From an optimization exercise on the open Yosys and OpenROAD flow, aimed at small area; shortcuts taken in it are not production practice. Where RTL was checked, it was by simulation tests only, not by an equivalence proof against the original. Function not checked in run 3: the RTL went through the layout flow alone. In every run shown here, the design's own scripts or RTL, not TritonCTS, make the clock network. No driver is modelled on the clock port, so clock power and skew are understated where the tree is cut down; a real chip needs a root buffer or a tree. Power and IR drop assume default switching activity.

===== flow/design.v =====
module keyboard(
    input  wire       clk,
    input  wire       reset,
    input  wire [3:0] row,
    output wire [3:0] col,
    output wire [2:0] dpos,
    output wire       kb_en,     
    output wire [1:0] kb_cls     
);
reg [7:0] c200;
reg [2:0] m5;
reg [2:0] dp;
reg       ninit;
reg [15:0] key;      
reg       first;     
reg ev1, ev2;
reg dg1, dg2;
wire disp_end = c200[1] & ~c200[2] & ~c200[4] & ~c200[5] & ~c200[6] & ~c200[7];
wire kb_end   = disp_end & m5[2];
wire [3:0] p  = ~row & ~(key[3:0] & {4{~first}});
always @(posedge clk, posedge reset) begin
    if (reset) begin
        c200 <= 8'b00000110;
        m5 <= 0; dp <= 0; ninit <= 0; ev1 <= 0; ev2 <= 0;
        first <= 1'b1;
    end else begin
        ninit <= 1'b1;
        c200 <= {c200[6:0], c200[7] ^ c200[5] ^ (c200[3] & ~c200[4])};
        if (disp_end) begin
            m5 <= {m5[1] & m5[0], m5[1] ^ m5[0], ~m5[0] & ~m5[2]};
            dp <= dp + 3'd1;
        end
        if (kb_end & dp[1] & dp[0]) first <= 1'b0;
        ev1 <= kb_end & (|p);
        ev2 <= ev1;
    end
end
always @(posedge clk) begin
    if (kb_end) key <= {~row, key[15:4]};
    dg1 <= p[3] & ~p[2] & ~p[1] & ~p[0] & (dp[1:0] != 2'd0);
    dg2 <= dg1;
end
wire [1:0] cpos = dp[1:0] - m5[1:0];
assign col    = ninit ? ~(4'b0001 << cpos) : 4'b1111;
assign dpos   = dp;
assign kb_en  = ev2;
assign kb_cls = {dg2 & dp[1], dg2 & ~(dp[1] & dp[0])};
endmodule
module state_machine(
    input wire clk,set,rst,sure,check,
    input wire [1:0] kb_cls,
    input wire kb_en,
    input wire [2:0] dpos,
    output reg [6:0] led,
    output wire led0,led1,led2,led3
    );
localparam W=2'b00, E=2'b01, ADV=2'b11, RET=2'b10;
localparam IDLE1=3'b000, a0=3'b010, a1=3'b011, a2=3'b001, a3=3'b100, a4=3'b110;
localparam N0=2'b10, N1=2'b01, N2=2'b00, N3=2'b11;
reg [1:0] ph;
reg [2:0] lv;    
assign led0 = lv[0] | lv[2];
assign led1 = lv[1];
assign led2 = lv[2];
assign led3 = lv[2] & ~lv[0];
reg [2:0] st1, nst1;
reg [5:0] temp;
reg [5:0] mi;
reg [1:0] n, nn;
wire l0 = ~led0;
wire is_e    = (ph == E);
wire is_idle = (ph == RET) | ((ph == W) & l0);
wire is_s7   = ((ph == W) & led3) | ((ph == ADV) & led2);
wire cmp_off = l0 & ((ph == E) | (ph == ADV));
wire wr0 = kb_en & (n == N0);
wire wr1 = kb_en & (n == N1);
wire wr2 = kb_en & (n == N2);
always @(*) begin
    case (n)
    N0: nn = N1;
    N1: nn = N2;
    N2: nn = N3;
    default: nn = N0;
    endcase
end
always @(posedge clk or posedge rst) begin
    if (rst) n <= N0;
    else if (sure) n <= N0;
    else if (is_e & kb_en) n <= nn;
end
always @(posedge clk) begin
    if (is_e) begin
        if (wr0) temp[5:4] <= kb_cls;
        if (wr1) temp[3:2] <= kb_cls;
        if (wr2) temp[1:0] <= kb_cls;
    end else temp <= 6'd0;
end
always @(posedge clk) begin
    if ((ph == ADV) & l0) mi <= temp;
end
reg [1:0] ts, ms;
always @(*) begin
    case (st1)
    a0: begin ts = temp[5:4]; ms = mi[5:4]; end
    a1: begin ts = temp[3:2]; ms = mi[3:2]; end
    a2: begin ts = temp[1:0]; ms = mi[1:0]; end
    default: begin ts = 2'b00; ms = 2'b00; end
    endcase
end
wire go = (|ts) & ~cmp_off;
wire eq = (ts == ms);
always @(*) begin
    case (st1)
    IDLE1: nst1 = check ? a0 : IDLE1;
    a0: nst1 = ~go ? a0 : eq ? a1 : a4;
    a1: nst1 = ~go ? a1 : eq ? a2 : a4;
    a2: nst1 = ~go ? a2 : eq ? a3 : a4;
    a3: nst1 = sure ? IDLE1 : a3;
    a4: nst1 = sure ? IDLE1 : a4;
    default: nst1 = IDLE1;
    endcase
end
always @(posedge clk or posedge rst) begin
    if (rst) begin
        ph <= W; st1 <= IDLE1; lv <= 3'b000;
    end else begin
        st1 <= nst1;
        case (ph)
        W:   if (l0 ? set : (check & ~led3)) ph <= E;
        E:   if (sure) ph <= (led0 & (st1 == a3)) ? RET : ADV;
        ADV: ph <= (check & ~led2) ? E : W;
        RET: ph <= set ? E : W;
        endcase
        if (ph == ADV) lv <= {lv[1], lv[0], ~lv[2]};
        if (ph == RET) lv <= 3'b000;
    end
end
reg [1:0] dig;
always @(*) begin
    case ({is_e, dpos})
    4'b1101: dig = temp[1:0];
    4'b1110: dig = temp[3:2];
    4'b1111: dig = temp[5:4];
    default: dig = 2'b00;
    endcase
    if (is_idle) led = 7'b0000001;
    else if (is_s7) led = 7'b0111000;
    else case (dig)
        2'b01: led = 7'b1001111;
        2'b10: led = 7'b0010010;
        2'b11: led = 7'b0000110;
        default: led = 7'b1111111;
        endcase
end
endmodule
module lock(
    input wire clk,set1,rst,sure,check,
    input  wire [3:0] row,
    output wire  [3:0] col,
    output wire[7:0] led_en,
    output wire[6:0] led,
    output wire led0,led1,led2,led3
    );
wire kb_en;
wire [1:0] kb_cls;
wire [2:0] dpos;
keyboard u_keyboard(
.clk(clk),.reset(rst),.row(row),.col(col),.dpos(dpos),.kb_en(kb_en),.kb_cls(kb_cls)
);
assign led_en = ~(8'b00000001 << dpos);
state_machine u_state_machine(
.clk(clk),.rst(rst),.sure(sure),.check(check),.set(set1),.kb_cls(kb_cls),.kb_en(kb_en),.dpos(dpos),.led(led),.led0(led0),.led1(led1),.led2(led2),.led3(led3)
);
endmodule

===== flow/flow/run.sh =====
#!/bin/bash
# Own layout flow: the standard ORFS flow with these changes:
#  - synthesis maps the combinational logic with several area-oriented ABC
#    scripts (flow/abc_*.script) and keeps the smallest result, and leaves
#    half/full adders to ABC (no adder cell extraction); registers are
#    untouched;
#  - ports are buffered with buf_1;
#  - the clock tree is one level of MY_CTS_K clock buffers built by
#    flow/cts_hook.tcl in place of ORFS's H-tree.
# Each step's full output goes to ORFS's own logs under orfs/logs; make's
# output goes to make.log here.
set -euo pipefail
here=$(pwd)
export MY_ABC_SCRIPTS="$(ls "$here"/flow/abc_*.script | tr '\n' ' ')"
export MY_CTS_K=${MY_CTS_K:-2}
export MY_CTS_BUF=${MY_CTS_BUF:-sky130_fd_sc_hd__clkbuf_16}
bash standard.sh SYNTH_SCRIPT="$here/flow/synth.tcl" ADDER_MAP_FILE= \
  "BUFFER_PORTS_ARGS=-buffer_cell sky130_fd_sc_hd__buf_1" \
  "PRE_CTS_TCL=$here/flow/cts_hook.tcl" \
  finish > "$here/make.log" 2>&1

===== flow/flow/abc_s1.script =====
strash
&get -n
&st
&dch
&nf -R 1000
&put

===== flow/flow/abc_s10.script =====
strash
&get -n
&st
&dch
&nf -R 1000
&put
strash
&get -n
&st
&dch
&nf -R 1000
&put

===== flow/flow/abc_s9.script =====
strash
balance; rewrite; refactor; balance; rewrite; rewrite -z; balance; refactor -z; rewrite -z; balance
dch -f
amap

===== flow/flow/abc_t2.script =====
strash
dch -f
amap

===== flow/flow/abc_t3.script =====
strash
balance; rewrite; refactor; balance; rewrite; rewrite -z; balance; refactor -z; rewrite -z; balance
balance; rewrite; refactor; balance; rewrite; rewrite -z; balance; refactor -z; rewrite -z; balance
dch -f
amap

===== flow/flow/abc_t7.script =====
strash
balance; rewrite; refactor; balance; rewrite; rewrite -z; balance; refactor -z; rewrite -z; balance
dch -f
amap
strash
balance; rewrite; refactor; balance; rewrite; rewrite -z; balance; refactor -z; rewrite -z; balance
dch -f
amap

===== flow/flow/abc_t8.script =====
strash
fraig
balance; rewrite; refactor; balance; rewrite; rewrite -z; balance; refactor -z; rewrite -z; balance
dch -f
amap

===== flow/flow/cts_hook.tcl =====
# Sourced by ORFS's cts.tcl before clock tree synthesis (PRE_CTS_TCL).
# Replaces the H-tree with a one-level tree made by hand: the clock port
# drives MY_CTS_K clock buffers (MY_CTS_BUF), each driving one cluster of the
# clock sinks (k-means on the sink locations) from its cluster's centroid.
# cts.tcl legalises the buffers with its detailed placement afterwards.
proc my_manual_cts {K cbuf} {
  set block [ord::get_db_block]
  set master [[ord::get_db] findMaster $cbuf]
  set net [$block findNet clk]
  set its {}; set xs {}; set ys {}
  foreach it [$net getITerms] {
    lassign [[$it getInst] getLocation] x y
    lappend its $it; lappend xs $x; lappend ys $y
  }
  set n [llength $its]
  set order [lsort -integer -indices $xs]
  set cx {}; set cy {}
  for {set k 0} {$k < $K} {incr k} {
    set j [lindex $order [expr {int(($k + 0.5) * $n / $K)}]]
    lappend cx [lindex $xs $j]; lappend cy [lindex $ys $j]
  }
  for {set iter 0} {$iter < 50} {incr iter} {
    set asg {}
    for {set i 0} {$i < $n} {incr i} {
      set best 0; set bd 1e30
      for {set k 0} {$k < $K} {incr k} {
        set d [expr {abs([lindex $xs $i]-[lindex $cx $k]) + abs([lindex $ys $i]-[lindex $cy $k])}]
        if {$d < $bd} {set bd $d; set best $k}
      }
      lappend asg $best
    }
    set ncx {}; set ncy {}
    for {set k 0} {$k < $K} {incr k} {
      set sx 0; set sy 0; set c 0
      for {set i 0} {$i < $n} {incr i} {
        if {[lindex $asg $i] == $k} { set sx [expr {$sx+[lindex $xs $i]}]; set sy [expr {$sy+[lindex $ys $i]}]; incr c }
      }
      if {$c > 0} { lappend ncx [expr {$sx/$c}]; lappend ncy [expr {$sy/$c}] } else { lappend ncx [lindex $cx $k]; lappend ncy [lindex $cy $k] }
    }
    set cx $ncx; set cy $ncy
  }
  for {set k 0} {$k < $K} {incr k} {
    set inst [odb::dbInst_create $block $master clkbuf_leaf_$k]
    set nn [odb::dbNet_create $block clknet_leaf_$k]
    $nn setSigType CLOCK
    foreach it [$inst getITerms] {
      set mn [[$it getMTerm] getName]
      if {$mn eq "A"} { $it connect $net }
      if {$mn eq "X"} { $it connect $nn }
    }
    set c 0
    for {set i 0} {$i < $n} {incr i} {
      if {[lindex $asg $i] == $k} { set it [lindex $its $i]; $it disconnect; $it connect $nn; incr c }
    }
    $inst setLocation [lindex $cx $k] [lindex $cy $k]
    $inst setPlacementStatus PLACED
    puts "my_manual_cts: clock buffer $k ($cbuf) drives $c sinks"
  }
}
rename clock_tree_synthesis orfs_clock_tree_synthesis
proc clock_tree_synthesis {args} {
  my_manual_cts $::env(MY_CTS_K) $::env(MY_CTS_BUF)
  set_propagated_clock [all_clocks]
}

===== flow/flow/synth.tcl =====
proc synth {args} { yosys synth -nofsm -noshare {*}$args }
proc my_abc_area {lib} {
  set f [file join $::env(OBJECTS_DIR) my_abc_stat.txt]
  yosys tee -q -o $f stat -liberty $lib
  set fh [open $f r]; set txt [read $fh]; close $fh
  if {[regexp {Chip area for module '[^']*': ([0-9.]+)} $txt -> a]} { return $a }
  return 1e12
}
proc abc {args} {
  set i [lsearch -exact $args -script]
  set lib [lindex $args [expr {[lsearch -exact $args -liberty] + 1}]]
  yosys design -save my_pre_abc
  set best ""; set besta 1e12
  foreach s $::env(MY_ABC_SCRIPTS) {
    yosys design -load my_pre_abc
    yosys abc {*}[lreplace $args [expr {$i+1}] [expr {$i+1}] $s]
    yosys opt_clean
    set a [my_abc_area $lib]
    puts "MY_ABC: $s area $a"
    if {$a < $besta} { set besta $a; set best $s }
  }
  puts "MY_ABC: using $best (area $besta)"
  yosys design -load my_pre_abc
  yosys abc {*}[lreplace $args [expr {$i+1}] [expr {$i+1}] $best]
}
source $::env(SCRIPTS_DIR)/synth.tcl
# left out here: clear keep_hierarchy, flatten, clean up, hide names made inside functions, write 1_2_yosys.v

===== flow/standard.sh =====
#!/bin/bash
# synth_recipe.tcl (not shown) runs the flow's synth.tcl, then flattens the netlist and writes it again
# the make line also repeats each setting of config.mk as NAME=value (left out here)
make -C /OpenROAD-flow-scripts/flow DESIGN_CONFIG=/design/flow/config.mk WORK_HOME=/design/flow/orfs CLKGATE_MAP_FILE= SYNTH_SCRIPT=/design/flow/synth_recipe.tcl "${@:-finish}"

===== flow/config.mk =====
export PLATFORM = sky130hd
export DESIGN_NAME = lock
export DESIGN_NICKNAME = lock
export VERILOG_FILES = /design/flow/design.v
export SDC_FILE = /design/flow/constraint.sdc
export NUM_CORES = 4
export LEC_CHECK = 0
export CAP_MARGIN = 20
export CORE_MARGIN = 2
export CORE_UTILIZATION = 65
export CTS_BUF_LIST = sky130_fd_sc_hd__clkbuf_4
export SLEW_MARGIN = 20

===== flow/constraint.sdc =====
create_clock -name core_clock -period 10.0 [get_ports {clk}]
set_input_delay 2.0000 -clock core_clock [delete_from_list [all_inputs] [get_ports {clk}]]
set_output_delay 2.0000 -clock core_clock [all_outputs]
set_load 0.01 [all_outputs]

==> results of run 1 <==
## final cells by class
| class | instances | share of cell area (%) |
|---|---|---|
| plain buffers | 2 | 1.95 |
| inverters | 38 | 5.55 |
| multi-input cells | 131 | 26.0 |
| flip-flops and latches | 58 | 59.4 |
| well taps | 46 | 2.24 |
| repair buffers | 32 | 4.82 |
## through the flow
stage	cell area, sq um	setup WS, ns	hold slack [ns]	std cells	util [%]
final	2570	5.81	0.324	307	75.8
after global routing	2570	5.60	0.335	307	75.8
after CTS	2570	5.82	0.331	307	75.8
after detailed placement	2520	6.04	0.329	305	74.3
after global placement	2520	6.17	0.315	305	74.3
after floorplan	2340	6.30	0.310	227	-
## cell usage in the layout (no fill, tap or decap), types with 2 or more instances in the layout
master | netlist | layout
sky130_fd_sc_hd__dfrtp_1 | 24 | 24
sky130_fd_sc_hd__a21oi_1 | 14 | 14
sky130_fd_sc_hd__o21ai_0 | 10 | 10
sky130_fd_sc_hd__a222oi_1 | 4 | 4
sky130_fd_sc_hd__buf_1 | 0 | 31
sky130_fd_sc_hd__nand2_1 | 15 | 15
sky130_fd_sc_hd__nor2_1 | 44 | 44
sky130_fd_sc_hd__clkinv_1 | 38 | 37
sky130_fd_sc_hd__nor2b_1 | 2 | 2
sky130_fd_sc_hd__o22ai_1 | 7 | 7
sky130_fd_sc_hd__nand3b_1 | 3 | 3
sky130_fd_sc_hd__nand3_1 | 10 | 10
sky130_fd_sc_hd__a22oi_1 | 8 | 8
sky130_fd_sc_hd__o221ai_1 | 2 | 2
sky130_fd_sc_hd__edfxtp_1 | 22 | 22
sky130_fd_sc_hd__dfstp_2 | 4 | 4
sky130_fd_sc_hd__nor3_1 | 3 | 3
sky130_fd_sc_hd__clkbuf_16 | 0 | 2
sky130_fd_sc_hd__dfxtp_1 | 8 | 8
## Yosys cell counts, drive strengths merged
| master | count |
|---|---|
| conb | 1 |
| nand3b | 3 |
| o21ai | 10 |
| a222oi | 4 |
| or2 | 1 |
| a21oi | 14 |
| dfxtp | 8 |
| a311oi | 1 |
| nor2 | 44 |
| nor3 | 3 |
| nand2b | 1 |
| a22oi | 8 |
| a2111oi | 1 |
| dfrtp | 24 |
| nand2 | 15 |
| o22ai | 7 |
| nand3 | 10 |
| nor2b | 2 |
| nor4b | 1 |
| nor4 | 1 |
| edfxtp | 22 |
| o221ai | 2 |
| a211oi | 1 |
| clkinv | 38 |
| dfstp | 4 |
| a22o | 1 |
## sequential cells by signal, indices dropped and copies added, names as in the netlist, 3 cells and up
signal,count
u_keyboard.key,16
u_keyboard.c200,8
u_state_machine.lv,3
u_keyboard.m5,3
u_state_machine.st1,3
u_state_machine.temp,6
u_state_machine.mi,6
u_keyboard.dp,3
## logic make-up (layout without fill, tap and decap cells)
family / count (synthesis) / in the layout
flops: 58 / 58
simple gates: 81 / 81
buf+inv: 38 / 72
other cells: 1 / 1
compound gates: 49 / 49
## power by group through the flow
stage / Clock (mW) / Combinational (mW) / Sequential (mW)
final: 0.0917 / 0.0839 / 0.271
after global routing: 0.101 / 0.0939 / 0.273
after CTS: 0.0922 / 0.0836 / 0.271
after detailed placement: 0 / 0.0834 / 0.276
after global placement: 0 / 0.0826 / 0.275
after floorplan: 0 / 0.0567 / 0.275
## worst paths after layout
path	end	cells past startpoint	from
setup reg to reg	u_state_machine.st1[0]$_DFF_PP0_	7	u_state_machine.st1[2]$_DFF_PP0_
max in group asynchronous	u_state_machine.st1[2]$_DFF_PP0_	2	rst
setup / recovery	led[2]	9	u_state_machine.ph[0]$_DFFE_PP0P_
hold reg to reg	u_keyboard.dg2$_DFF_P_	0	u_keyboard.dg1$_DFF_P_
min in group asynchronous	u_keyboard.c200[0]$_DFF_PP0_	2	rst
hold / removal	u_keyboard.dg2$_DFF_P_	0	u_keyboard.dg1$_DFF_P_
## routing by layer
layer	global-route usage [%]	share of wire, %	vias to the layer above
li1	-	-	860
met1	31.9	47	809
met2	38.8	47	49
met3	0.704	4.2	7
met4	3.53	1.8	0
met5	0	0	-
==> metrics.log, run 1 <==
INFO  metric grt_pass1_wl = 7280 um
INFO  metric cp-start-kind = flop
INFO  metric post_synth_inst_count = 227
INFO  metric yosys_register_bits = 58
INFO  metric place_congestion = 0.847
INFO  metric timing.reg2reg.setup_slack = 7.89 ns
INFO  metric critical_path_class = reg -> out
INFO  metric combined_area_of_the_multi_input_logic_cells = 668 sq um
INFO  metric min-delay-path-class = reg -> reg
INFO  metric total_negative_setup_slacks = 0 ns
INFO  metric yosys.area.top_type = sky130_fd_sc_hd__edfxtp_1
INFO  metric die_h = 64.0 um
INFO  metric detailed_placement_hpwl = 3190 um
INFO  metric synthesis.yosys.warnings = 2
INFO  metric remaining_global_route_overflow = 0
INFO  metric minimum_clock_period_after_layout = 4.19 ns
INFO  metric area_growth_syn_to_layout = 9.90%
INFO  metric critPathMaxFanout = 11
INFO  metric yosysUniqueCellTypes = 26
INFO  metric die_area = 4090 sq um
INFO  metric antenna_found_initial = 0
INFO  metric layout.filler_cells = 241
INFO  metric power.density = 174 nW/um^2
INFO  metric total_power = 0.447 mW
INFO  metric fmax = 239 MHz
INFO  metric yosys-top-cells-area = sky130_fd_sc_hd__edfxtp_1 28%, sky130_fd_sc_hd__dfrtp_1 26%, sky130_fd_sc_hd__nor2_1 7.1%, sky130_fd_sc_hd__dfxtp_1 6.9%, sky130_fd_sc_hd__clkinv_1 6.1%
INFO  metric slew_headroom = 60.6%
INFO  metric antenna_cells_inserted = 0
INFO  metric maxSlewViolCount = 0
INFO  metric drtIter0Drc = 154
INFO  metric grt_setup_unrepaired = no
INFO  metric worst_ep_required_time = 8.00 ns
INFO  metric core-area = 3390 sq um
INFO  metric io_buffer_count = 31
INFO  metric hold_viol_final = 0
INFO  metric synth_mux_area_share = 0%
INFO  metric rows = 21
INFO  metric cp.arrival = 2.19 ns
INFO  metric synthSimpleGateAreaFrac = 14.9%
INFO  metric worst_path_largest_cell_delay = 0.46 ns
INFO  metric clock_insertion_delay_worst_skew = 0.17 ns
INFO  metric worstPathBufferInverterCount = 3
INFO  metric syn_area = 2340 sq um
INFO  metric via_count_of_the_first_global_routing_pass = 1665
INFO  metric syn_avg_cell_area = 10.3 sq um
INFO  metric vias = 1725
INFO  metric portion_of_synthesized_cell_area_occupied_by_the_leading_cell_type = 28.3%
INFO  metric p_comb_share = 18.8%
INFO  metric cts_setup_buffers = 0
INFO  metric yosys.area_share.xor_xnor = 0%
INFO  metric grt_use_total = 22.2%
INFO  metric wirelength = 4230 um
INFO  metric clk_transition_reported_paths = 0.11 ns
INFO  metric status = complete, no violations
INFO  metric num_io_pins = 32
INFO  metric cellLeakagePower = 0.939 nW
INFO  metric fin_skew = 0.0242 ns
INFO  metric cap_violations = 0
INFO  metric post-route-drc-count = 0
INFO  metric setup_viol_count_final = 0
INFO  metric floorplan.initialDensity = 69.0%
INFO  metric final_layout_size_suffix_gt1_share = 3.07%
INFO  metric crit_path_cell_chain = clkinv_1, nor2_1, clkinv_1, nor2_1, a22oi_1, o21ai_0, nor3_1, or2_0, buf_1
INFO  metric total_switching_power = 0.125 mW
INFO  metric share_seq_of_total_power = 60.7%
INFO  metric post_synth_fa_ha_maj_area_fraction = 0%
INFO  metric vdd_drop_max = 0.000121 V
INFO  metric post_drt_wl_per_cell = 13.8 um
INFO  metric cpMaxStageDelayCell = sky130_fd_sc_hd__dfrtp_1
INFO  metric synth_top_family_by_area = simple AND/OR/NAND/NOR gates
INFO  metric syn_nets = 236
INFO  metric p_int = 0.322 mW
INFO  metric routed_via_density = 5.62
INFO  metric ff_latch_area = 1530 sq um
INFO  metric worst_slew_pin_slew = 0.591 ns
INFO  metric firstDrtPassIters = 4
INFO  metric cts.repair.resized = 0
INFO  metric detail-route-antenna-nets = 0
INFO  metric synth-compound-area-share = 13.5%
INFO  metric worst_setup_ep_type = primary output
INFO  metric grt_start_max_net_pins = 35
INFO  metric synth.yosys.seq_area_share = 65.3%
INFO  metric final_net_count = 272
INFO  metric ctsHoldBuffers = 0
INFO  metric critical_path.top_delay_family = simple AND/OR/NAND/NOR gates
INFO  metric fp.dieW = 64.0 um
INFO  metric final.period_utilization = 41.9%
INFO  metric clockPowerShare = 20.5%
INFO  metric switching_share_of_total_power = 28.0%
==> run 2, diff against run 1 <==
--- a/flow/design.v
+++ b/flow/design.v
@@ -19,3 +19,3 @@
 wire kb_end   = disp_end & m5[2];
-wire [3:0] p  = ~row & ~(key[3:0] & {4{~first}});
+wire [3:0] p  = ~row & (key[3:0] | {4{first}});
 always @(posedge clk, posedge reset) begin
@@ -23,3 +23,3 @@
         c200 <= 8'b00000110;
-        m5 <= 0; dp <= 0; ninit <= 0; ev1 <= 0; ev2 <= 0;
+        m5 <= 0; dp <= 0; ninit <= 0; ev2 <= 0;
         first <= 1'b1;
@@ -33,3 +33,2 @@
         if (kb_end & dp[1] & dp[0]) first <= 1'b0;
-        ev1 <= kb_end & (|p);
         ev2 <= ev1;
@@ -38,3 +37,4 @@
 always @(posedge clk) begin
-    if (kb_end) key <= {~row, key[15:4]};
+    ev1 <= kb_end & (|p);
+    if (kb_end) key <= {row, key[15:4]};
     dg1 <= p[3] & ~p[2] & ~p[1] & ~p[0] & (dp[1:0] != 2'd0);
@@ -46,3 +46,3 @@
 assign kb_en  = ev2;
-assign kb_cls = {dg2 & dp[1], dg2 & ~(dp[1] & dp[0])};
+assign kb_cls = {dg2 & dp[1], dg2 & ~dp[0]};   
 endmodule
==> metrics.log, run 2 <==
INFO  metric total_switching_power = 0.133 mW (+6.5%)
INFO  metric synth.yosys.seq_area_share = 65.9% (+0.60 points)
INFO  metric antenna_cells_inserted = 0 (unchanged)
INFO  metric vias = 1747 (+1.3%)
INFO  metric cp.arrival = 2.20 ns (about the same)
INFO  metric portion_of_synthesized_cell_area_occupied_by_the_leading_cell_type = 28.6% (+0.35 points)
INFO  metric cap_violations = 0 (unchanged)
INFO  metric syn_area = 2310 sq um (-1.2%)
INFO  metric yosys.area.top_type = sky130_fd_sc_hd__edfxtp_1
INFO  metric floorplan.initialDensity = 68.6% (-0.32 points)
INFO  metric flip_flop_count_of_the_largest_register_all_copies_and_words_added = 16 (unchanged)
INFO  metric ctsHoldBuffers = 0 (unchanged)
INFO  metric total_power = 0.460 mW (+3.0%)
INFO  metric rows = 21 (unchanged)
INFO  metric worst_ep_required_time = 8.00 ns (about the same)
INFO  metric clk_transition_reported_paths = 0.10 ns (about the same)
INFO  metric clock_insertion_delay_worst_skew = 0.16 ns (about the same)
INFO  metric minimum_clock_period_after_layout = 4.20 ns (+0.00683 ns)
INFO  metric synth.cells.most_frequent = 42 x sky130_fd_sc_hd__nor2_1, 34 x sky130_fd_sc_hd__clkinv_1, 23 x sky130_fd_sc_hd__dfrtp_1
INFO  metric syn_avg_cell_area = 10.6 sq um (+3.3%)
INFO  metric final_layout_size_suffix_gt1_share = 3.17% (+0.11 points)
INFO  metric routed_via_density = 5.86 (+4.3%)
INFO  metric remaining_global_route_overflow = 0 (unchanged)
INFO  metric synth_edf_count = 22 (unchanged)
INFO  metric final.period_utilization = 42.0% (+0.068 points)
INFO  metric hold_viol_final = 0 (unchanged)
INFO  metric dominantRegCellSynth = sky130_fd_sc_hd__dfrtp_1
INFO  metric yosys_register_bits = 58 (unchanged)
INFO  metric synth.most_common_cell = sky130_fd_sc_hd__nor2_1
INFO  metric num_io_pins = 32 (unchanged)
INFO  metric switching_share_of_total_power = 28.9% (+0.97 points)
INFO  metric firstDrtPassIters = 4 (unchanged)
INFO  metric whs_path_depth = 0 (unchanged)
INFO  metric worst_setup_ep_type = primary output
INFO  metric grt_use_total = 22.3% (+0.12 points)
INFO  metric fp.dieW = 63.6 um (-0.58%)
INFO  metric synthesis.yosys.warnings = 2 (unchanged)
INFO  metric critical_path_class = reg -> out
INFO  metric grt_start_max_net_pins = 32 (-8.6%)
INFO  metric cellLeakagePower = 0.936 nW (-0.28%)
INFO  metric core-area = 3360 sq um (-0.78%)
INFO  metric reg2regPathDepth = 7 (unchanged)
INFO  metric fin_skew = 0.00710 ns (-0.0171 ns)
INFO  metric layout.filler_cells = 234 (-2.9%)
INFO  metric cp-start-kind = flop
INFO  metric via_count_of_the_first_global_routing_pass = 1652 (-0.78%)
INFO  metric most-common-layout-cells = 42 x sky130_fd_sc_hd__nor2_1, 34 x sky130_fd_sc_hd__clkinv_1, 31 x sky130_fd_sc_hd__buf_1, 23 x sky130_fd_sc_hd__dfrtp_1, 22 x sky130_fd_sc_hd__edfxtp_1
INFO  metric post_drt_wl_per_cell = 14.3 um (+3.8%)
INFO  metric total_negative_setup_slacks = 0 ns (unchanged)
INFO  metric grt_setup_unrepaired = no
INFO  metric area_growth_syn_to_layout = 11.2%
INFO  metric async_reset_ff_share = 46.6% (-1.7 points)
INFO  metric final_common_cell = sky130_fd_sc_hd__nor2_1
INFO  metric antenna_found_initial = 0 (unchanged)
INFO  metric p_comb_share = 22.0% (+3.2 points)
INFO  metric slew_headroom = 61.7% (+1.1 points)
INFO  metric grt_pass1_wl = 7320 um (+0.56%)
INFO  metric io_buffer_count = 31 (unchanged)
INFO  metric final_net_count = 263 (-3.3%)
INFO  metric post_synth_inst_count = 217 (-4.4%)
INFO  metric drtIter0Drc = 162 (+5.2%)
INFO  metric die_area = 4040 sq um (-1.2%)
INFO  metric vdd_drop_max = 0.000194 V (+60%)
INFO  metric maxSlewViolCount = 0 (unchanged)
INFO  metric yosysUniqueCellTypes = 27 (+3.8%)
INFO  metric p_int = 0.327 mW (+1.6%)
INFO  metric share_seq_of_total_power = 58.9% (-1.8 points)
INFO  metric post-route-drc-count = 0 (unchanged)
INFO  metric critPathMaxFanout = 12 (+1)
INFO  metric yosys-top-cells-area = sky130_fd_sc_hd__edfxtp_1 29%, sky130_fd_sc_hd__dfrtp_1 25%, sky130_fd_sc_hd__dfxtp_1 7.8%, sky130_fd_sc_hd__nor2_1 6.8%, sky130_fd_sc_hd__clkinv_1 5.5%
INFO  metric cts_setup_buffers = 0 (unchanged)
INFO  metric detail-route-antenna-nets = 0 (unchanged)
INFO  metric min-delay-path-class = reg -> reg
INFO  metric largestRegisters = u_keyboard.key (16), u_keyboard.c200 (8)
INFO  metric die_h = 63.6 um (-0.58%)
INFO  metric cts.repair.resized = 0 (unchanged)
INFO  metric place_congestion = 0.955 (+13%)
INFO  metric power.density = 179 nW/um^2 (+3.0%)
INFO  metric syn_nets = 226 (-4.2%)
INFO  metric setup_viol_count_final = 0 (unchanged)
INFO  metric clockPowerShare = 19.0% (-1.5 points)
INFO  metric register_with_the_highest_flop_count = u_keyboard.key
INFO  metric wirelength = 4270 um (+0.78%)
INFO  metric status = complete, no violations
INFO  metric worst_slew_pin_slew = 0.571 ns (-0.0201 ns)
INFO  metric fmax = 238 MHz (-0.16%)
INFO  metric detailed_placement_hpwl = 3210 um (+0.49%)
-- run 2: cell types whose count changed after synthesis, sizes merged, moves of 2 or more --
cell,change
nand2,-7
nor2,-2
o21a,+3
a21oi,-8
clkinv,-4
nor3,+3
a22oi,+2
-- run 2: kinds of logic (layout without fill, tap and decap cells) --
family          Yosys count  count (layout)  share of synthesized area [%]
flops                    58              58                           65.9
buf+inv                  34              69                           5.53
simple gates             76              76                           14.4
compound gates           48              48                           14.0
other cells               1               1                          0.162
-- run 2: final cells by class --
| cell class | instances | area (sq um) | share of cell area, % |
|---|---|---|---|
| plain buffers | 2 | 50.0 | 1.95 |
| inverters | 34 | 128 | 4.97 |
| multi-input cells | 125 | 659 | 25.7 |
| flip-flops and latches | 58 | 1520 | 59.3 |
| well taps | 46 | 57.6 | 2.24 |
| repair buffers | 33 | 151 | 5.90 |
-- run 2: final timing paths --
check / startpoint / end / slack [ns]
setup / recovery: u_state_machine.ph[0]$_DFFE_PP0P_ / led[2] / 5.80
hold / removal: u_keyboard.ev1$_DFF_P_ / u_keyboard.ev2$_DFF_PP0_ / 0.33
setup reg to reg: u_state_machine.st1[0]$_DFF_PP0_ / u_state_machine.st1[0]$_DFF_PP0_ / 7.57
hold reg to reg: u_keyboard.ev1$_DFF_P_ / u_keyboard.ev2$_DFF_PP0_ / 0.33
max in group asynchronous: rst / u_state_machine.n[1]$_DFFE_PP1P_ / 7.85
min in group asynchronous: rst / u_keyboard.c200[4]$_DFF_PP0_ / 1.71
-- run 2: per-layer routing --
metal | up-vias | global-route usage [%] | part of all wire (%)
met1 | 837 | 31.9 | 44
met5 | - | 0 | 0
li1 | 841 | - | -
met4 | 0 | 2.17 | 0.66
met2 | 65 | 39.3 | 50
met3 | 4 | 1.43 | 5.5
-- run 2: stage by stage --
stage | setup WS, ns | std cells | hold slack (ns) | util [%] | cell area [sq um]
6_report | 5.80 | 298 | 0.334 | 76.3 | 2570
5_1_grt | 5.60 | 298 | 0.347 | 76.3 | 2570
4_1_cts | 5.86 | 297 | 0.336 | 75.5 | 2540
3_5_place_dp | 6.07 | 295 | 0.315 | 74.0 | 2490
3_3_place_gp | 6.19 | 295 | 0.311 | 74.0 | 2490
2_1_floorplan | 6.31 | 217 | 0.310 | - | 2310
-- run 2: power by group through the flow --
stage	Sequential (mW)	Combinational, mW	Clock, mW
after detailed placement	0.276	0.0990	0
after global placement	0.275	0.0969	0
after CTS	0.271	0.100	0.0902
final	0.271	0.101	0.0876
after global routing	0.274	0.114	0.0987
after floorplan	0.275	0.0637	0
-- run 2: worst max-delay path, stage by stage, from the launching register on --
cell and delay, ns:
sky130_fd_sc_hd__dfrtp_1 0.39, sky130_fd_sc_hd__clkinv_1 0.13, sky130_fd_sc_hd__nor2_1 0.22, sky130_fd_sc_hd__clkinv_1 0.30, sky130_fd_sc_hd__nor2_1 0.23, sky130_fd_sc_hd__a22oi_1 0.11
sky130_fd_sc_hd__o21ai_0 0.19, sky130_fd_sc_hd__nor3_1 0.10, sky130_fd_sc_hd__or2_0 0.24, sky130_fd_sc_hd__buf_1 0.14
==> run 3, diff against run 2 <==
--- a/flow/design.v
+++ b/flow/design.v
@@ -15,3 +15,3 @@
 reg       first;     
-reg ev1, ev2;
+reg ev1, ev2;        
 reg dg1, dg2;
@@ -23,3 +23,3 @@
         c200 <= 8'b00000110;
-        m5 <= 0; dp <= 0; ninit <= 0; ev2 <= 0;
+        m5 <= 0; dp <= 0; ninit <= 0;
         first <= 1'b1;
@@ -33,3 +33,2 @@
         if (kb_end & dp[1] & dp[0]) first <= 1'b0;
-        ev2 <= ev1;
     end
@@ -38,2 +37,3 @@
     ev1 <= kb_end & (|p);
+    ev2 <= ev1;
     if (kb_end) key <= {row, key[15:4]};
@@ -85,6 +85,5 @@
 end
-always @(posedge clk or posedge rst) begin
-    if (rst) n <= N0;
-    else if (sure) n <= N0;
-    else if (is_e & kb_en) n <= nn;
+always @(posedge clk) begin
+    if (~is_e) n <= N0;
+    else if (kb_en) n <= nn;
 end
--- a/flow/flow/run.sh
+++ b/flow/flow/run.sh
@@ -6,2 +6,4 @@
 #    untouched;
+#  - inv_1 and clkinv_1 are not used (inv_2 has the same area and twice the
+#    drive), nor the largest buffers;
 #  - ports are buffered with buf_1;
@@ -16,3 +18,6 @@
 export MY_CTS_BUF=${MY_CTS_BUF:-sky130_fd_sc_hd__clkbuf_16}
+platform_dont_use="sky130_fd_sc_hd__probe_p_8 sky130_fd_sc_hd__probec_p_8 sky130_fd_sc_hd__lpflow_bleeder_1 sky130_fd_sc_hd__lpflow_clkbufkapwr_1 sky130_fd_sc_hd__lpflow_clkbufkapwr_16 sky130_fd_sc_hd__lpflow_clkbufkapwr_2 sky130_fd_sc_hd__lpflow_clkbufkapwr_4 sky130_fd_sc_hd__lpflow_clkbufkapwr_8 sky130_fd_sc_hd__lpflow_clkinvkapwr_1 sky130_fd_sc_hd__lpflow_clkinvkapwr_16 sky130_fd_sc_hd__lpflow_clkinvkapwr_2 sky130_fd_sc_hd__lpflow_clkinvkapwr_4 sky130_fd_sc_hd__lpflow_clkinvkapwr_8 sky130_fd_sc_hd__lpflow_decapkapwr_12 sky130_fd_sc_hd__lpflow_decapkapwr_3 sky130_fd_sc_hd__lpflow_decapkapwr_4 sky130_fd_sc_hd__lpflow_decapkapwr_6 sky130_fd_sc_hd__lpflow_decapkapwr_8 sky130_fd_sc_hd__lpflow_inputiso0n_1 sky130_fd_sc_hd__lpflow_inputiso0p_1 sky130_fd_sc_hd__lpflow_inputiso1n_1 sky130_fd_sc_hd__lpflow_inputiso1p_1 sky130_fd_sc_hd__lpflow_inputisolatch_1 sky130_fd_sc_hd__lpflow_isobufsrc_1 sky130_fd_sc_hd__lpflow_isobufsrc_16 sky130_fd_sc_hd__lpflow_isobufsrc_2 sky130_fd_sc_hd__lpflow_isobufsrc_4 sky130_fd_sc_hd__lpflow_isobufsrc_8 sky130_fd_sc_hd__lpflow_isobufsrckapwr_16 sky130_fd_sc_hd__lpflow_lsbuf_lh_hl_isowell_tap_1 sky130_fd_sc_hd__lpflow_lsbuf_lh_hl_isowell_tap_2 sky130_fd_sc_hd__lpflow_lsbuf_lh_hl_isowell_tap_4 sky130_fd_sc_hd__lpflow_lsbuf_lh_isowell_4 sky130_fd_sc_hd__lpflow_lsbuf_lh_isowell_tap_1 sky130_fd_sc_hd__lpflow_lsbuf_lh_isowell_tap_2 sky130_fd_sc_hd__lpflow_lsbuf_lh_isowell_tap_4 "
+extra_dont_use="sky130_fd_sc_hd__inv_1 sky130_fd_sc_hd__clkinv_1 sky130_fd_sc_hd__buf_12 sky130_fd_sc_hd__buf_16 sky130_fd_sc_hd__bufinv_16 sky130_fd_sc_hd__bufbuf_16"
 bash standard.sh SYNTH_SCRIPT="$here/flow/synth.tcl" ADDER_MAP_FILE= \
+  "DONT_USE_CELLS=$platform_dont_use $extra_dont_use" \
   "BUFFER_PORTS_ARGS=-buffer_cell sky130_fd_sc_hd__buf_1" \
--- a/flow/config.mk
+++ b/flow/config.mk
@@ -9,3 +9,3 @@
 export CORE_MARGIN = 2
-export CORE_UTILIZATION = 65
+export CORE_UTILIZATION = 80
 export CTS_BUF_LIST = sky130_fd_sc_hd__clkbuf_4
==> metrics.log, run 3 <==
INFO  metric grt_start_max_net_pins = 34 (+6.3%)
INFO  metric power.density = 185 nW/um^2 (+3.1%)
INFO  metric worst_slew_pin_slew = 0.703 ns (+0.132 ns)
INFO  metric vdd_drop_max = 0.000219 V (+13%)
INFO  metric synth_edf_count = 22 (unchanged)
INFO  metric minimum_clock_period_after_layout = 4.10 ns (-0.0959 ns)
INFO  metric cp.arrival = 2.10 ns (-0.10 ns)
INFO  metric routed_via_density = 6.44 (+9.9%)
INFO  metric post-route-drc-count = 0 (unchanged)
INFO  metric portion_of_synthesized_cell_area_occupied_by_the_leading_cell_type = 29.0% (+0.41 points)
INFO  metric worst_ep_required_time = 8.00 ns (about the same)
INFO  metric grt_setup_unrepaired = no
INFO  metric cts.repair.resized = 0 (unchanged)
INFO  metric synthesis.yosys.warnings = 2 (unchanged)
INFO  metric syn_area = 2280 sq um (-1.4%)
INFO  metric rows = 19 (-9.5%)
INFO  metric io_buffer_count = 31 (unchanged)
INFO  metric wirelength = 4870 um (+14%)
INFO  metric total_power = 0.460 mW (-0.16%)
INFO  metric stdcell_count = 276 (-7.4%)
INFO  metric clk_transition_reported_paths = 0.11 ns (about the same)
INFO  metric area_growth_syn_to_layout = 9.24%
INFO  metric grt_use_total = 30.9% (+8.6 points)
INFO  metric final_layout_size_suffix_gt1_share = 15.5% (+12 points)
INFO  metric setup_viol_count_final = 0 (unchanged)
INFO  metric hold_viol_final = 0 (unchanged)
INFO  metric min-delay-path-class = reg -> reg
INFO  metric synth.cells.most_frequent = 33 x sky130_fd_sc_hd__nor2_1, 32 x sky130_fd_sc_hd__inv_2, 22 x sky130_fd_sc_hd__edfxtp_1
INFO  metric fmax = 244 MHz (+2.3%)
INFO  metric yosysUniqueCellTypes = 25 (-7.4%)
INFO  metric flip_flop_count_of_the_largest_register_all_copies_and_words_added = 16 (unchanged)
INFO  metric final_common_cell = sky130_fd_sc_hd__nor2_1
INFO  metric die_h = 57.3 um (-9.8%)
INFO  metric slew_headroom = 52.8% (-8.9 points)
INFO  metric largestRegisters = u_keyboard.key (16), u_keyboard.c200 (8)
INFO  metric syn_nets = 220 (-2.7%)
INFO  metric maxSlewViolCount = 0 (unchanged)
INFO  metric ctsHoldBuffers = 0 (unchanged)
INFO  metric use_met1 = 41.4% (+9.4 points)
INFO  metric cap_violations = 0 (unchanged)
INFO  metric antenna_found_initial = 0 (unchanged)
INFO  metric cellLeakagePower = 1.00 nW (+7.2%)
INFO  metric firstDrtPassIters = 7 (+3)
INFO  metric place_congestion = 1.02 (+6.7%)
INFO  metric dp_cells = 274 (-7.1%)
INFO  metric status = complete, no violations
INFO  metric syn_avg_cell_area = 10.8 sq um (+1.4%)
INFO  metric synth.most_common_cell = sky130_fd_sc_hd__nor2_1
INFO  metric final.period_utilization = 41.0% (-0.96 points)
INFO  metric yosys.area.top_type = sky130_fd_sc_hd__edfxtp_1
INFO  metric num_io_pins = 32 (unchanged)
INFO  metric cp-start-kind = flop
INFO  metric via_count_of_the_first_global_routing_pass = 1711 (+3.6%)
INFO  metric floorplan.initialDensity = 83.2% (+15 points)
INFO  metric met2_layer_usage_reported_by_global_route = 55.8% (+16 points)
INFO  metric remaining_global_route_overflow = 0 (unchanged)
INFO  metric grt_pass1_wl = 7890 um (+7.8%)
INFO  metric worst_setup_ep_type = primary output
INFO  metric fp.dieW = 57.3 um (-9.8%)
INFO  metric global_route_met3_usage = 2.72% (+1.3 points)
INFO  metric fin_skew = 0.0111 ns (+0.00402 ns)
INFO  metric globalRoute.busiestLayer = met2
INFO  metric dominantRegCellSynth = sky130_fd_sc_hd__edfxtp_1
INFO  metric final_net_count = 256 (-2.7%)
INFO  metric detail-route-antenna-nets = 0 (unchanged)
INFO  metric total_negative_setup_slacks = 0 ns (unchanged)
INFO  metric die_area = 3290 sq um (-19%)
INFO  metric detailed_placement_hpwl = 3630 um (+13%)
INFO  metric most-common-layout-cells = 33 x sky130_fd_sc_hd__nor2_1, 32 x sky130_fd_sc_hd__inv_2, 31 x sky130_fd_sc_hd__buf_1, 22 x sky130_fd_sc_hd__edfxtp_1, 21 x sky130_fd_sc_hd__dfrtp_1
INFO  metric yosys-top-cells-area = sky130_fd_sc_hd__edfxtp_1 29%, sky130_fd_sc_hd__dfrtp_1 23%, sky130_fd_sc_hd__dfxtp_1 11%, sky130_fd_sc_hd__nor2_1 5.4%, sky130_fd_sc_hd__inv_2 5.3%
INFO  metric clock_insertion_delay_worst_skew = 0.17 ns (about the same)
INFO  metric timing.hold.ws = 0.340 ns (+0.00608 ns)
INFO  metric vias = 1778 (+1.8%)
INFO  metric async_reset_ff_share = 41.4% (-5.2 points)
INFO  metric drtIter0Drc = 255 (+57%)
INFO  metric critical_path_class = reg -> out
INFO  metric post_drt_wl_per_cell = 17.6 um (+23%)
INFO  metric critPathMaxFanout = 11 (-1)
INFO  metric register_with_the_highest_flop_count = u_keyboard.key
INFO  metric core-area = 2730 sq um (-19%)
INFO  metric cts_setup_buffers = 0 (unchanged)
INFO  metric antenna_cells_inserted = 0 (unchanged)
INFO  metric post_synth_inst_count = 211 (-2.8%)
INFO  metric yosys_register_bits = 58 (unchanged)
INFO  metric synth.yosys.seq_area_share = 66.1% (+0.23 points)
run 3: cells by family (layout without fill, tap and decap cells):
group / count (synthesis) / count (layout) / synth area share (%)
AO/OA/AOI/OAI: 50 / 50 / 14.9
buffers and inverters: 32 / 66 / 5.28
flip-flops: 58 / 58 / 66.1
other: 1 / 1 / 0.165
AND/OR/NAND/NOR: 70 / 70 / 13.5
run 3: metal layers:
| metal | up-vias | wire length (um) |
|---|---|---|
| li1 | 819 | - |
| met1 | 843 | 1920 |
| met2 | 108 | 2550 |
| met3 | 8 | 323 |
| met4 | 0 | 71 |
| met5 | - | 0 |
run 3: where the power goes:
part / total, mW / switching (mW) / internal (mW)
clock network: 0.0908 / 0.0539 / 0.0370
registers: 0.272 / 0.0124 / 0.259
logic: 0.0971 / 0.0689 / 0.0282
total: 0.460 / 0.135 / 0.324
run 3: through the flow:
stage / setup WS, ns / util, % / cell area [sq um]
3_5_place_dp: 6.14 / 89.1 / 2440
5_1_grt: 5.73 / 90.9 / 2490
3_3_place_gp: 6.30 / 89.1 / 2440
6_report: 5.90 / 90.9 / 2490
2_1_floorplan: 6.38 / - / 2280
4_1_cts: 5.93 / 90.9 / 2490
run 3: path summary, 6_finish.rpt:
kind,from,end,slack (ns),cells past startpoint
setup / recovery,u_state_machine.ph[1]$_DFFE_PP0P_,led[2],5.90,7
hold / removal,u_keyboard.dg1$_DFF_P_,u_keyboard.dg2$_DFF_P_,0.34,0
setup reg to reg,u_state_machine.st1[0]$_DFF_PP0_,u_state_machine.st1[1]$_DFF_PP0_,7.64,7
hold reg to reg,u_keyboard.dg1$_DFF_P_,u_keyboard.dg2$_DFF_P_,0.34,0
max in group asynchronous,rst,u_keyboard.c200[1]$_DFF_PP1_,7.82,2
min in group asynchronous,rst,u_keyboard.dp[1]$_DFFE_PP0P_,1.82,2
run 3: final cells by class:
cell class	instances	area [sq um]
buffer	2	50.0
tap	31	38.8
fill	100	248
timing repair buffer	32	121
sequential	58	1510
inverter	32	120
multi-input combinational	121	651
run 3: worst max-delay path: stages (launching register included):
cell,delay [ns]
sky130_fd_sc_hd__dfrtp_1,0.46
sky130_fd_sc_hd__inv_2,0.10
sky130_fd_sc_hd__nand2_1,0.24
sky130_fd_sc_hd__or2_0,0.33
sky130_fd_sc_hd__o21ai_0,0.35
sky130_fd_sc_hd__nor3_1,0.11
sky130_fd_sc_hd__or2_0,0.22
sky130_fd_sc_hd__buf_1,0.14
==> run 4, diff against run 3 <==
--- a/flow/design.v
+++ b/flow/design.v
@@ -15,3 +15,3 @@
 reg       first;     
-reg ev1, ev2;        
+reg ev1, ev2;
 reg dg1, dg2;
@@ -23,3 +23,3 @@
         c200 <= 8'b00000110;
-        m5 <= 0; dp <= 0; ninit <= 0;
+        m5 <= 0; dp <= 0; ninit <= 0; ev2 <= 0;
         first <= 1'b1;
@@ -33,2 +33,3 @@
         if (kb_end & dp[1] & dp[0]) first <= 1'b0;
+        ev2 <= ev1;
     end
@@ -37,3 +38,2 @@
     ev1 <= kb_end & (|p);
-    ev2 <= ev1;
     if (kb_end) key <= {row, key[15:4]};
--- a/flow/config.mk
+++ b/flow/config.mk
@@ -9,3 +9,3 @@
 export CORE_MARGIN = 2
-export CORE_UTILIZATION = 80
+export CORE_UTILIZATION = 65
 export CTS_BUF_LIST = sky130_fd_sc_hd__clkbuf_4
==> metrics.log, run 4 <==
INFO  metric status = complete, no violations
INFO  metric syn_area = 2280 sq um (+0.11%)
INFO  metric post-route-drc-count = 0 (unchanged)
INFO  metric grt_setup_unrepaired = no
INFO  metric yosysUniqueCellTypes = 26 (+4.0%)
INFO  metric fmax = 246 MHz (+0.98%)
INFO  metric final_net_count = 255 (-0.39%)
INFO  metric syn_nets = 219 (-0.45%)
INFO  metric largestRegisters = u_keyboard.key (16), u_keyboard.c200 (8)
INFO  metric routed_via_density = 5.78 (-10%)
INFO  metric cts_setup_buffers = 0 (unchanged)
INFO  metric rows = 21 (+2)
INFO  metric place_congestion = 0.918 (-9.9%)
INFO  metric firstDrtPassIters = 5 (-2)
INFO  metric worst_ep_required_time = 8.00 ns (about the same)
INFO  metric register_with_the_highest_flop_count = u_keyboard.key
INFO  metric power.density = 180 nW/um^2 (-2.6%)
INFO  metric final_layout_size_suffix_gt1_share = 15.2% (-0.35 points)
INFO  metric yosys.area.top_type = sky130_fd_sc_hd__edfxtp_1
INFO  metric detailed_placement_hpwl = 3210 um (-11%)
INFO  metric use_met1 = 33.6% (-7.7 points)
INFO  metric clk_transition_reported_paths = 0.11 ns (about the same)
INFO  metric detail-route-antenna-nets = 0 (unchanged)
INFO  metric post_synth_inst_count = 210 (-0.47%)
INFO  metric worst_slew_pin_slew = 0.687 ns (-0.0154 ns)
INFO  metric final_common_cell = sky130_fd_sc_hd__nor2_1
INFO  metric synth.yosys.seq_area_share = 66.3% (+0.15 points)
INFO  metric crit_path_cell_chain = inv_2, nand2_1, nor2_1, a22oi_1, o21ai_0, nor3_1, or2_0, buf_1
INFO  metric fin_skew = 0.0238 ns (+0.0127 ns)
INFO  metric worstPathBufferInverterCount = 2 (unchanged)
INFO  metric yosys_register_bits = 58 (unchanged)
INFO  metric floorplan.initialDensity = 67.7% (-16 points)
INFO  metric final.period_utilization = 40.6% (-0.40 points)
INFO  metric setup_viol_count_final = 0 (unchanged)
INFO  metric maxSlewViolCount = 0 (unchanged)
INFO  metric timing.hold.ws = 0.335 ns (-0.00509 ns)
INFO  metric yosys-top-cells-area = sky130_fd_sc_hd__edfxtp_1 29%, sky130_fd_sc_hd__dfrtp_1 24%, sky130_fd_sc_hd__dfxtp_1 9.7%, sky130_fd_sc_hd__nor2_1 5.6%, sky130_fd_sc_hd__inv_2 5.1%
INFO  metric slew_headroom = 53.8% (+1.0 points)
INFO  metric synth.most_common_cell = sky130_fd_sc_hd__nor2_1
INFO  metric most-common-layout-cells = 34 x sky130_fd_sc_hd__nor2_1, 31 x sky130_fd_sc_hd__inv_2, 31 x sky130_fd_sc_hd__buf_1, 22 x sky130_fd_sc_hd__dfrtp_1, 22 x sky130_fd_sc_hd__edfxtp_1
INFO  metric setup.worst_path.start = u_state_machine.ph[1]$_DFFE_PP0P_
INFO  metric minimum_clock_period_after_layout = 4.06 ns (-0.0398 ns)
INFO  metric syn_avg_cell_area = 10.8 sq um (+0.59%)
INFO  metric cap_violations = 0 (unchanged)
INFO  metric die_h = 63.2 um (+10%)
INFO  metric hold_viol_final = 0 (unchanged)
INFO  metric core-area = 3360 sq um (+23%)
INFO  metric dominantRegCellSynth = sky130_fd_sc_hd__edfxtp_1
INFO  metric cellLeakagePower = 0.996 nW (-0.77%)
INFO  metric rr_startpoint = u_state_machine.st1[1]$_DFF_PP0_
INFO  metric cp.arrival = 2.06 ns (-0.04 ns)
INFO  metric cts.repair.resized = 0 (unchanged)
INFO  metric grt_pass1_wl = 7180 um (-9.0%)
INFO  metric vdd_drop_max = 0.000145 V (-34%)
INFO  metric post_drt_wl_per_cell = 14.5 um (-18%)
INFO  metric total_negative_setup_slacks = 0 ns (unchanged)
INFO  metric wirelength = 4210 um (-13%)
INFO  metric ctsHoldBuffers = 0 (unchanged)
INFO  metric grt_use_total = 22.0% (-8.9 points)
INFO  metric antenna_cells_inserted = 0 (unchanged)
INFO  metric cpMaxStageDelayCell = sky130_fd_sc_hd__dfrtp_1
INFO  metric met2_layer_usage_reported_by_global_route = 35.1% (-21 points)
INFO  metric portion_of_synthesized_cell_area_occupied_by_the_leading_cell_type = 29.0% (-0.032 points)
INFO  metric worst_path_largest_cell_delay = 0.45 ns (about the same)
INFO  metric critical_path_class = reg -> out
INFO  metric fp.dieW = 63.2 um (+10%)
INFO  metric drtIter0Drc = 184 (-28%)
INFO  metric cp-start-kind = flop
INFO  metric globalRoute.busiestLayer = met2
INFO  metric synth_edf_count = 22 (unchanged)
INFO  metric worst_setup_ep_type = primary output
INFO  metric fin_util = 74.6% (-16 points)
INFO  metric holdCritStartpoint = u_keyboard.ev1$_DFF_P_
INFO  metric area_growth_syn_to_layout = 10.0%
INFO  metric synth.cells.most_frequent = 34 x sky130_fd_sc_hd__nor2_1, 31 x sky130_fd_sc_hd__inv_2, 22 x sky130_fd_sc_hd__dfrtp_1, 22 x sky130_fd_sc_hd__edfxtp_1, 13 x sky130_fd_sc_hd__a21oi_1
INFO  metric remaining_global_route_overflow = 0 (unchanged)
INFO  metric async_reset_ff_share = 43.1% (+1.7 points)
INFO  metric critPathMaxFanout = 11 (unchanged)
INFO  metric global_route_met3_usage = 1.96% (-0.76 points)
INFO  metric die_area = 3990 sq um (+22%)
INFO  metric synthesis.yosys.warnings = 2 (unchanged)
INFO  metric critical_path.top_delay_family = simple AND/OR/NAND/NOR gates
INFO  metric num_io_pins = 32 (unchanged)
INFO  metric antenna_found_initial = 0 (unchanged)
INFO  metric vias = 1675 (-5.8%)
INFO  metric via_count_of_the_first_global_routing_pass = 1563 (-8.6%)
INFO  metric min-delay-path-class = reg -> reg
INFO  metric clock_insertion_delay_worst_skew = 0.17 ns (about the same)
INFO  metric flip_flop_count_of_the_largest_register_all_copies_and_words_added = 16 (unchanged)
INFO  metric grt_start_max_net_pins = 35 (+2.9%)
INFO  metric io_buffer_count = 31 (unchanged)
[run 4: area by class of cell]
| class | instances | area, sq um |
|---|---|---|
| flip-flops and latches | 58 | 1510 |
| fillers | 246 | 856 |
| multi-input cells | 121 | 652 |
| repair buffers | 32 | 121 |
| inverters | 31 | 116 |
| well taps | 46 | 57.6 |
| plain buffers | 2 | 50.0 |
[run 4: final timing paths]
kind | end | depth (start not counted) | slack (ns)
min in group asynchronous | u_keyboard.ninit$_DFF_PP0_ | 2 | 1.83
min | u_keyboard.ev2$_DFF_PP0_ | 0 | 0.34
max | led[2] | 8 | 5.94
max in group asynchronous | u_state_machine.ph[0]$_DFFE_PP0P_ | 2 | 7.79
max reg2reg | u_state_machine.st1[2]$_DFF_PP0_ | 6 | 7.75
min reg2reg | u_keyboard.ev2$_DFF_PP0_ | 0 | 0.34
[run 4: routing by layer]
layer,wire (um),vias to the layer above
met2,1930,72
li1,-,812
met4,68,0
met1,1960,786
met3,253,5
met5,0,-
[run 4: logic make-up after synthesis]
group | after synthesis | synth area share, %
other | 1 | 0.165
flip-flops | 58 | 66.3
buffers and inverters | 31 | 5.11
AND/OR/NAND/NOR | 69 | 13.3
AO/OA/AOI/OAI | 51 | 15.1
[run 4: metrics by stage]
step / power, mW / cells / setup slack [ns] / area, sq um
after global routing: 0.477 / 290 / 5.68 / 2510
final: 0.451 / 290 / 5.94 / 2510
after CTS: 0.453 / 290 / 5.95 / 2510
after floorplan: 0.336 / 210 / 6.38 / 2280
after detailed placement: 0.366 / 288 / 6.16 / 2460
after global placement: 0.362 / 288 / 6.27 / 2460
[run 4: report_power, final]
| group | total [mW] | switching, mW | internal, mW |
|---|---|---|---|
| clock network | 0.0896 | 0.0527 | 0.0369 |
| logic | 0.0906 | 0.0624 | 0.0281 |
| registers | 0.271 | 0.0118 | 0.259 |
| total | 0.451 | 0.127 | 0.324 |
==> run 5, diff against run 4 <==
--- a/flow/design.v
+++ b/flow/design.v
@@ -10,4 +10,5 @@
 reg [7:0] c200;
-reg [2:0] m5;
 reg [2:0] dp;
+reg [1:0] cpos;
+reg       f4;
 reg       ninit;
@@ -15,6 +16,7 @@
 reg       first;     
-reg ev1, ev2;
+reg ev1, ev2;        
 reg dg1, dg2;
 wire disp_end = c200[1] & ~c200[2] & ~c200[4] & ~c200[5] & ~c200[6] & ~c200[7];
-wire kb_end   = disp_end & m5[2];
+wire kb_end   = disp_end & f4;
+wire [1:0] r  = dp[1:0] - cpos;           
 wire [3:0] p  = ~row & (key[3:0] | {4{first}});
@@ -23,3 +25,3 @@
         c200 <= 8'b00000110;
-        m5 <= 0; dp <= 0; ninit <= 0; ev2 <= 0;
+        dp <= 0; cpos <= 0; f4 <= 0; ninit <= 0;
         first <= 1'b1;
@@ -29,7 +31,7 @@
         if (disp_end) begin
-            m5 <= {m5[1] & m5[0], m5[1] ^ m5[0], ~m5[0] & ~m5[2]};
             dp <= dp + 3'd1;
+            f4 <= ~f4 & (r == 2'd3);
         end
-        if (kb_end & dp[1] & dp[0]) first <= 1'b0;
-        ev2 <= ev1;
+        if (kb_end) cpos <= cpos + 2'd1;
+        if (kb_end & cpos[1] & cpos[0]) first <= 1'b0;
     end
@@ -38,7 +40,7 @@
     ev1 <= kb_end & (|p);
+    ev2 <= ev1;
     if (kb_end) key <= {row, key[15:4]};
-    dg1 <= p[3] & ~p[2] & ~p[1] & ~p[0] & (dp[1:0] != 2'd0);
+    dg1 <= p[3] & ~p[2] & ~p[1] & ~p[0] & (cpos != 2'd0);
     dg2 <= dg1;
 end
-wire [1:0] cpos = dp[1:0] - m5[1:0];
 assign col    = ninit ? ~(4'b0001 << cpos) : 4'b1111;
@@ -46,3 +48,3 @@
 assign kb_en  = ev2;
-assign kb_cls = {dg2 & dp[1], dg2 & ~dp[0]};   
+assign kb_cls = {dg2 & cpos[1], dg2 & ~cpos[0]};
 endmodule
==> flow/flow/abc_u3.script (new file) <==
strash
balance; rewrite; refactor; balance; rewrite; rewrite -z; balance; refactor -z; rewrite -z; balance
dc2
balance; rewrite; refactor; balance; rewrite; rewrite -z; balance; refactor -z; rewrite -z; balance
dch -f
amap
==> metrics.log, run 5 <==
INFO  metric status = complete, no violations
INFO  metric firstDrtPassIters = 4 (-1)
INFO  metric final_layout_size_suffix_gt1_share = 15.1% (-0.062 points)
INFO  metric cts_setup_buffers = 0 (unchanged)
INFO  metric total_negative_setup_slacks = 0 ns (unchanged)
INFO  metric maxSlewViolCount = 0 (unchanged)
INFO  metric critical_path_class = reg -> out
INFO  metric synthesis.yosys.warnings = 2 (unchanged)
INFO  metric syn_nets = 220 (+0.46%)
INFO  metric portion_of_synthesized_cell_area_occupied_by_the_leading_cell_type = 29.0% (+0.048 points)
INFO  metric timing.reg2reg.setup_slack = 7.83 ns (+0.08 ns)
INFO  metric io_buffer_count = 31 (unchanged)
INFO  metric critical_path.top_delay_family = simple AND/OR/NAND/NOR gates
INFO  metric clk_transition_reported_paths = 0.11 ns (about the same)
INFO  metric synth.cells.most_frequent = 44 x sky130_fd_sc_hd__nor2_1, 31 x sky130_fd_sc_hd__inv_2, 22 x sky130_fd_sc_hd__edfxtp_1
INFO  metric rows = 21 (unchanged)
INFO  metric dp_worst_setup_slack = 6.16 ns (-0.00263 ns)
INFO  metric antenna_found_initial = 0 (unchanged)
INFO  metric final_net_count = 256 (+0.39%)
INFO  metric routed_via_density = 5.90 (+2.2%)
INFO  metric post_drt_wl_per_cell = 14.9 um (+2.6%)
INFO  metric grt_start_max_net_pins = 34 (-2.9%)
INFO  metric floorplan.initialDensity = 68.2% (+0.42 points)
INFO  metric synth.most_common_cell = sky130_fd_sc_hd__nor2_1
INFO  metric yosysUniqueCellTypes = 27 (+3.8%)
INFO  metric fmax = 246 MHz (about the same)
INFO  metric wirelength = 4340 um (+3.0%)
INFO  metric largestRegisters = u_keyboard.key (16), u_keyboard.c200 (8)
INFO  metric flip_flop_count_of_the_largest_register_all_copies_and_words_added = 16 (unchanged)
INFO  metric final.period_utilization = 40.6% (about the same)
INFO  metric grt_setup_unrepaired = no
INFO  metric grt_pass1_wl = 7290 um (+1.5%)
INFO  metric die_area = 3990 sq um (-0.16%)
INFO  metric detail-route-antenna-nets = 0 (unchanged)
INFO  metric yosys-top-cells-area = sky130_fd_sc_hd__edfxtp_1 29%, sky130_fd_sc_hd__dfrtp_1 23%, sky130_fd_sc_hd__dfxtp_1 11%, sky130_fd_sc_hd__nor2_1 7.3%, sky130_fd_sc_hd__inv_2 5.1%
INFO  metric rr_startpoint = u_state_machine.st1[2]$_DFF_PP0_
INFO  metric worst_slew_pin_slew = 0.523 ns (-0.164 ns)
INFO  metric synth_edf_count = 22 (unchanged)
INFO  metric crit_path_cell_chain = nor2_1, inv_2, nor2_1, a222oi_1, inv_2, nor3_1, or2_0, buf_1
INFO  metric clock_insertion_delay_worst_skew = 0.16 ns (about the same)
INFO  metric min-delay-path-class = reg -> reg
INFO  metric num_io_pins = 32 (unchanged)
INFO  metric syn_area = 2270 sq um (-0.16%)
INFO  metric final_common_cell = sky130_fd_sc_hd__nor2_1
INFO  metric critPathMaxFanout = 12 (+1)
INFO  metric antenna_cells_inserted = 0 (unchanged)
INFO  metric cap_violations = 0 (unchanged)
INFO  metric cellLeakagePower = 0.963 nW (-3.2%)
INFO  metric die_h = 63.2 um (about the same)
INFO  metric syn_avg_cell_area = 10.8 sq um (-0.64%)
INFO  metric worstPathBufferInverterCount = 3 (+1)
INFO  metric vias = 1718 (+2.6%)
INFO  metric core-area = 3340 sq um (-0.78%)
INFO  metric cp.arrival = 2.06 ns (about the same)
INFO  metric minimum_clock_period_after_layout = 4.06 ns (+0.000700 ns)
INFO  metric dominantRegCellSynth = sky130_fd_sc_hd__edfxtp_1
INFO  metric setup.worst_path.start = u_state_machine.ph[1]$_DFFE_PP0P_
INFO  metric setup_viol_count_final = 0 (unchanged)
INFO  metric register_with_the_highest_flop_count = u_keyboard.key
INFO  metric cpMaxStageDelayCell = sky130_fd_sc_hd__dfrtp_1
INFO  metric vdd_drop_max = 0.000149 V (+2.7%)
INFO  metric ctsHoldBuffers = 0 (unchanged)
INFO  metric worst_ep_required_time = 8.00 ns (about the same)
INFO  metric worst_path_largest_cell_delay = 0.47 ns (+0.02 ns)
INFO  metric via_count_of_the_first_global_routing_pass = 1584 (+1.3%)
INFO  metric fp.dieW = 63.2 um (about the same)
INFO  metric yosys_register_bits = 58 (unchanged)
INFO  metric layout_setup_ws = 5.94 ns (-0.000700 ns)
INFO  metric detailed_placement_hpwl = 3250 um (+1.3%)
INFO  metric slew_headroom = 64.9% (+11 points)
INFO  metric power.density = 182 nW/um^2 (+1.3%)
INFO  metric cp-start-kind = flop
INFO  metric post-route-drc-count = 0 (unchanged)
INFO  metric area_growth_syn_to_layout = 10.1% (about the same)
INFO  metric place_congestion = 0.957 (+4.2%)
INFO  metric fin_skew = 0.0145 ns (-0.00932 ns)
INFO  metric holdCritStartpoint = u_keyboard.ev1$_DFF_P_
INFO  metric post_synth_inst_count = 211 (+0.48%)
INFO  metric async_reset_ff_share = 41.4% (-1.7 points)
INFO  metric yosys.area.top_type = sky130_fd_sc_hd__edfxtp_1
INFO  metric most-common-layout-cells = 44 x sky130_fd_sc_hd__nor2_1, 31 x sky130_fd_sc_hd__inv_2, 31 x sky130_fd_sc_hd__buf_1, 22 x sky130_fd_sc_hd__edfxtp_1, 21 x sky130_fd_sc_hd__dfrtp_1
INFO  metric worst_setup_ep_type = primary output
INFO  metric synth.yosys.seq_area_share = 66.2% (-0.11 points)
INFO  metric cts.repair.resized = 0 (unchanged)
INFO  metric drtIter0Drc = 167 (-9.2%)
INFO  metric grt_use_total = 22.5% (+0.47 points)
INFO  metric remaining_global_route_overflow = 0 (unchanged)
INFO  metric hold_viol_final = 0 (unchanged)
[run 5: cell count changes in the layout (fill, tap and decap cells not counted), moves of 4 or more]
| cell | before | now |
|---|---|---|
| sky130_fd_sc_hd__o22a_1 | 6 | 0 |
| sky130_fd_sc_hd__a21oi_1 | 13 | 8 |
| sky130_fd_sc_hd__nor2_1 | 34 | 44 |
| sky130_fd_sc_hd__o21a_1 | 4 | 0 |
| sky130_fd_sc_hd__o21ai_0 | 9 | 4 |
[run 5: cells by family (layout without fill, tap and decap cells)]
| kind of cell | after synthesis | count (layout) | synth area share [%] |
|---|---|---|---|
| buf+inv | 31 | 65 | 5.12 |
| compound gates | 44 | 44 | 13.8 |
| flops | 58 | 58 | 66.2 |
| simple gates | 77 | 77 | 14.7 |
| other cells | 1 | 1 | 0.165 |
[run 5: final timing paths]
check / end / cells past startpoint
hold reg to reg: u_keyboard.ev2$_DFF_P_ / 0
hold / removal: u_keyboard.ev2$_DFF_P_ / 0
min in group asynchronous: u_keyboard.dp[0]$_DFFE_PP0P_ / 2
max in group asynchronous: u_keyboard.c200[1]$_DFF_PP1_ / 2
setup / recovery: led[2] / 8
setup reg to reg: u_state_machine.st1[0]$_DFF_PP0_ / 9
[run 5: worst reg2reg max path, delay by kind of cell (launching register included)]
family / cells / cell delay [ns]
AND/OR/NAND/NOR: 3 / 0.31
AO/OA/AOI/OAI: 3 / 1.13
flip-flops: 1 / 0.45
buffers and inverters: 3 / 0.17
[run 5: final cells by class]
| cell class | instances | area, sq um |
|---|---|---|
| inverters | 31 | 116 |
| well taps | 46 | 57.6 |
| flip-flops and latches | 58 | 1510 |
| multi-input cells | 122 | 653 |
| repair buffers | 32 | 121 |
| plain buffers | 2 | 50.0 |
| fillers | 248 | 833 |
[run 5: power breakdown]
part	total (mW)	switching [mW]	internal, mW
registers	0.273	0.0132	0.260
logic	0.0947	0.0659	0.0288
clock network	0.0889	0.0520	0.0369
total	0.456	0.131	0.325
[run 5: routing by layer]
layer	GRT usage [%]	wire length, um
met1	29.9	1790
met2	40.4	2320
met3	1.96	189
met4	4.72	42
met5	0	0
[run 5: stage by stage]
step | util, % | power (mW) | hold slack (ns) | cell area [sq um] | instances
detailed placement | 73.5 | 0.371 | 0.315 | 2450 | 289
global route | 75.0 | 0.479 | 0.350 | 2500 | 291
finish | 75.0 | 0.456 | 0.343 | 2500 | 291
global placement | 73.5 | 0.364 | 0.312 | 2450 | 289
CTS | 75.0 | 0.458 | 0.348 | 2500 | 291
floorplan | - | 0.340 | 0.310 | 2270 | 211

==> re-timing with driven ports <==
The results above use ideal ports. As a check the final layouts listed here were re-extracted and re-timed, cells and wires unchanged. Step 1, drivers: a clkbuf_16 drives clk and a buf_2 each remaining input, both assumed. Step 2 moves the port delays by t, midway between the first and last clock arrival at a register: inputs arrive t later, outputs are due t later. That takes back most of the time a late clock gives input paths. Three values: ideal, step 1, step 2; two values: the first two.
| run | shift t [ns] | setup slack, ns | worst setup path after step 2 | worst register clock-pin slew, ns | cell pins on the clock port's net |
|---|---|---|---|---|---|
| run 1 | 0.205 | 5.809 / 5.766 / 5.971 | register to output | 0.11 / 0.11 | 2 |
| run 2 | 0.200 | 5.802 / 5.758 / 5.958 | register to output | 0.10 / 0.10 | 2 |
| run 3 | 0.203 | 5.898 / 5.855 / 6.058 | register to output | 0.11 / 0.11 | 2 |
| run 4 | 0.207 | 5.938 / 5.892 / 6.099 | register to output | 0.11 / 0.11 | 2 |
| run 5 | 0.202 | 5.937 / 5.893 / 6.095 | register to output | 0.11 / 0.11 | 2 |
After both steps every run listed still meets setup and hold.
